What follows belongs to an exercise in optimizing a design on an open flow for small area; a production flow would make more cautious choices.
In this exercise RTL edits were held to simulation tests only and were not proved equivalent to the original.
Power is estimated from default activity; no workload was simulated.

Setup of west:
==> module inert_intf, before the edit <==
module inert_intf(clk, rst_n, tmr_full, vld, upd, ptch, SS_n, SCLK, MOSI, MISO, INT);
	input clk, rst_n;
	input tmr_full;              
	input INT;
	input MISO;
	output vld;                  
	output upd;                  
	output [15:0] ptch;
	output SS_n, SCLK, MOSI;
	localparam [3:0] INIT1 = 4'd0, INIT2 = 4'd1, INIT3 = 4'd2, INIT4 = 4'd3,
	                 WAIT  = 4'd4, READ1 = 4'd5, READ2 = 4'd6, READ3 = 4'd7,
	                 READ4 = 4'd8, ASRT_VLD = 4'd9, VLD2 = 4'd10;
	reg [3:0] state, nxt_state;
	reg wrt;
	reg INT_meta1, INT_meta2;
	reg [3:0] ic;                
	reg [31:0] chain;
	reg [15:0] cmd;
	wire done, smpl;
	wire [3:0] k;
	SPI_mstr16 spi(.clk(clk), .rst_n(rst_n), .wrt(wrt), .SS_n(SS_n), .SCLK(SCLK),
	               .done(done), .smpl(smpl), .k(k));
	inertial_integrator intgr(.clk(clk), .rst_n(rst_n), .upd(upd),
	                          .ptch_rt({chain[23:16], chain[31:24]}),
	                          .AZ({chain[7:0], chain[15:8]}), .ptch(ptch));
	always @(posedge clk) begin
		INT_meta1 <= INT;
		INT_meta2 <= INT_meta1;
	end
	always @(posedge clk)
		if (smpl & k[3]) chain <= {chain[30:0], MISO};
	always @(posedge clk)
		if (SS_n & wrt) ic <= state;
	always @* begin
		case (ic)
			INIT1: cmd = 16'h0D02;
			INIT2: cmd = 16'h1053;
			INIT3: cmd = 16'h1150;
			INIT4: cmd = 16'h1460;
			WAIT, VLD2: cmd = 16'hA200;
			READ1: cmd = 16'hA300;
			READ2: cmd = 16'hAC00;
			READ3: cmd = 16'hAD00;
			default: cmd = 16'h0000;
		endcase
	end
	assign MOSI = cmd[~k];
	always @(posedge clk, negedge rst_n)
		if (!rst_n) state <= INIT1;
		else state <= nxt_state;
	assign vld = (state == ASRT_VLD);
	assign upd = (state == VLD2);
	always @* begin
		nxt_state = state;
		wrt = 1'b0;
		case (state)
			INIT1: if (tmr_full) begin nxt_state = INIT2; wrt = 1'b1; end
			INIT2: if (done) begin nxt_state = INIT3; wrt = 1'b1; end
			INIT3: if (done) begin nxt_state = INIT4; wrt = 1'b1; end
			INIT4: if (done) begin nxt_state = WAIT; wrt = 1'b1; end
			WAIT, VLD2: begin
				nxt_state = WAIT;
				if (INT_meta2) begin nxt_state = READ1; wrt = 1'b1; end
			end
			READ1: if (done) begin nxt_state = READ2; wrt = 1'b1; end
			READ2: if (done) begin nxt_state = READ3; wrt = 1'b1; end
			READ3: if (done) begin nxt_state = READ4; wrt = 1'b1; end
			READ4: if (done) begin nxt_state = ASRT_VLD; wrt = 1'b1; end
			ASRT_VLD: nxt_state = VLD2;
			default: nxt_state = WAIT;
		endcase
	end
endmodule
make LEC_CHECK=0 CAP_MARGIN=20 CORE_MARGIN=2 CORE_UTILIZATION=40 CTS_BUF_LIST=sky130_fd_sc_hd__clkbuf_8 CTS_CLUSTER_DIAMETER=60 CTS_CLUSTER_SIZE=20 PLACE_DENSITY=0.6 SLEW_MARGIN=20 finish   # period 20.0 ns
run.sh (not shown) runs the stock make flow with config.mk's settings and CLKGATE_MAP_FILE= SYNTH_SCRIPT=/design/flow/synth_recipe.tcl, a recipe that flattens the netlist after the stock synthesis.
Inputs modified between west and east:
-- flow/design.v --
<<< west, line 227
	output SS_n, SCLK, MOSI;
	localparam [3:0] INIT1 = 4'd0, INIT2 = 4'd1, INIT3 = 4'd2, INIT4 = 4'd3,
	                 WAIT  = 4'd4, READ1 = 4'd5, READ2 = 4'd6, READ3 = 4'd7,
	                 READ4 = 4'd8, ASRT_VLD = 4'd9, VLD2 = 4'd10;
	reg [3:0] state, nxt_state;
	reg wrt;
	reg INT_meta1, INT_meta2;
	reg [3:0] ic;                
	reg [31:0] chain;
	reg [15:0] cmd;
>>> east, line 227
	output SS_n, SCLK, MOSI;
	localparam [3:0] INIT1 = 4'd0, INIT2 = 4'd1, INIT3 = 4'd2, INIT4 = 4'd3,
	                 WAIT_A = 4'd4, WAIT_B = 4'd5, VLD2 = 4'd6, ASRT_VLD = 4'd7,
	                 READ1_A = 4'd8, READ1_B = 4'd9, READ1_C = 4'd10, READ2 = 4'd11,
	                 READ3 = 4'd12, READ4 = 4'd13;
	reg [3:0] state, nxt_state;
	reg wrt;
	reg INT_meta1, INT_meta2;
	reg [31:0] chain;
	reg [15:0] cmd;
<<< west, line 248
	always @(posedge clk)
		if (smpl & k[3]) chain <= {chain[30:0], MISO};
	always @(posedge clk)
		if (SS_n & wrt) ic <= state;
	always @* begin
		case (ic)
			INIT1: cmd = 16'h0D02;
			INIT2: cmd = 16'h1053;
			INIT3: cmd = 16'h1150;
			INIT4: cmd = 16'h1460;
			WAIT, VLD2: cmd = 16'hA200;
			READ1: cmd = 16'hA300;
			READ2: cmd = 16'hAC00;
			READ3: cmd = 16'hAD00;
			default: cmd = 16'h0000;
		endcase
>>> east, line 248
	always @(posedge clk)
		if (smpl & k[3]) chain <= {chain[30:0], MISO};
	always @* begin
		case (state)
			INIT2: cmd = 16'h0D02;
			INIT3: cmd = 16'h1053;
			INIT4: cmd = 16'h1150;
			WAIT_A, READ1_B: cmd = 16'h1460;
			READ1_A: cmd = 16'hA200;
			READ2: cmd = 16'hA300;
			READ3: cmd = 16'hAC00;
			READ4: cmd = 16'hAD00;
			default: cmd = 16'h0000;
		endcase
<<< west, line 276
			INIT2: if (done) begin nxt_state = INIT3; wrt = 1'b1; end
			INIT3: if (done) begin nxt_state = INIT4; wrt = 1'b1; end
			INIT4: if (done) begin nxt_state = WAIT; wrt = 1'b1; end
			WAIT, VLD2: begin
				nxt_state = WAIT;
				if (INT_meta2) begin nxt_state = READ1; wrt = 1'b1; end
			end
			READ1: if (done) begin nxt_state = READ2; wrt = 1'b1; end
			READ2: if (done) begin nxt_state = READ3; wrt = 1'b1; end
			READ3: if (done) begin nxt_state = READ4; wrt = 1'b1; end
			READ4: if (done) begin nxt_state = ASRT_VLD; wrt = 1'b1; end
			ASRT_VLD: nxt_state = VLD2;
			default: nxt_state = WAIT;
		endcase
	end
>>> east, line 274
			INIT2: if (done) begin nxt_state = INIT3; wrt = 1'b1; end
			INIT3: if (done) begin nxt_state = INIT4; wrt = 1'b1; end
			INIT4: if (done) begin nxt_state = WAIT_A; wrt = 1'b1; end
			WAIT_A: if (INT_meta2) begin nxt_state = done ? READ1_A : READ1_B; wrt = 1'b1; end
			WAIT_B, VLD2: begin
				nxt_state = WAIT_B;
				if (INT_meta2) begin nxt_state = done ? READ1_A : READ1_C; wrt = 1'b1; end
			end
			READ1_A, READ1_B, READ1_C: if (done) begin nxt_state = READ2; wrt = 1'b1; end
			READ2: if (done) begin nxt_state = READ3; wrt = 1'b1; end
			READ3: if (done) begin nxt_state = READ4; wrt = 1'b1; end
			READ4: if (done) begin nxt_state = ASRT_VLD; wrt = 1'b1; end
			ASRT_VLD: nxt_state = VLD2;
			default: nxt_state = WAIT_B;
		endcase
	end
Per the comparison of east with west, cell count along the critical path now larger, total instance count after detailed placement now smaller, cell area now smaller.
Proportion of layout cells with a drive suffix above 1 up 3.5 points in east wrt west
Non-clock buffer count (higher): east
Compared with west, east is more frugal on power.
east: switching part of the total power higher than west
[east] routed length on met1 rose about 1.2% relative to west
On hold slack, east tracks west almost exactly.
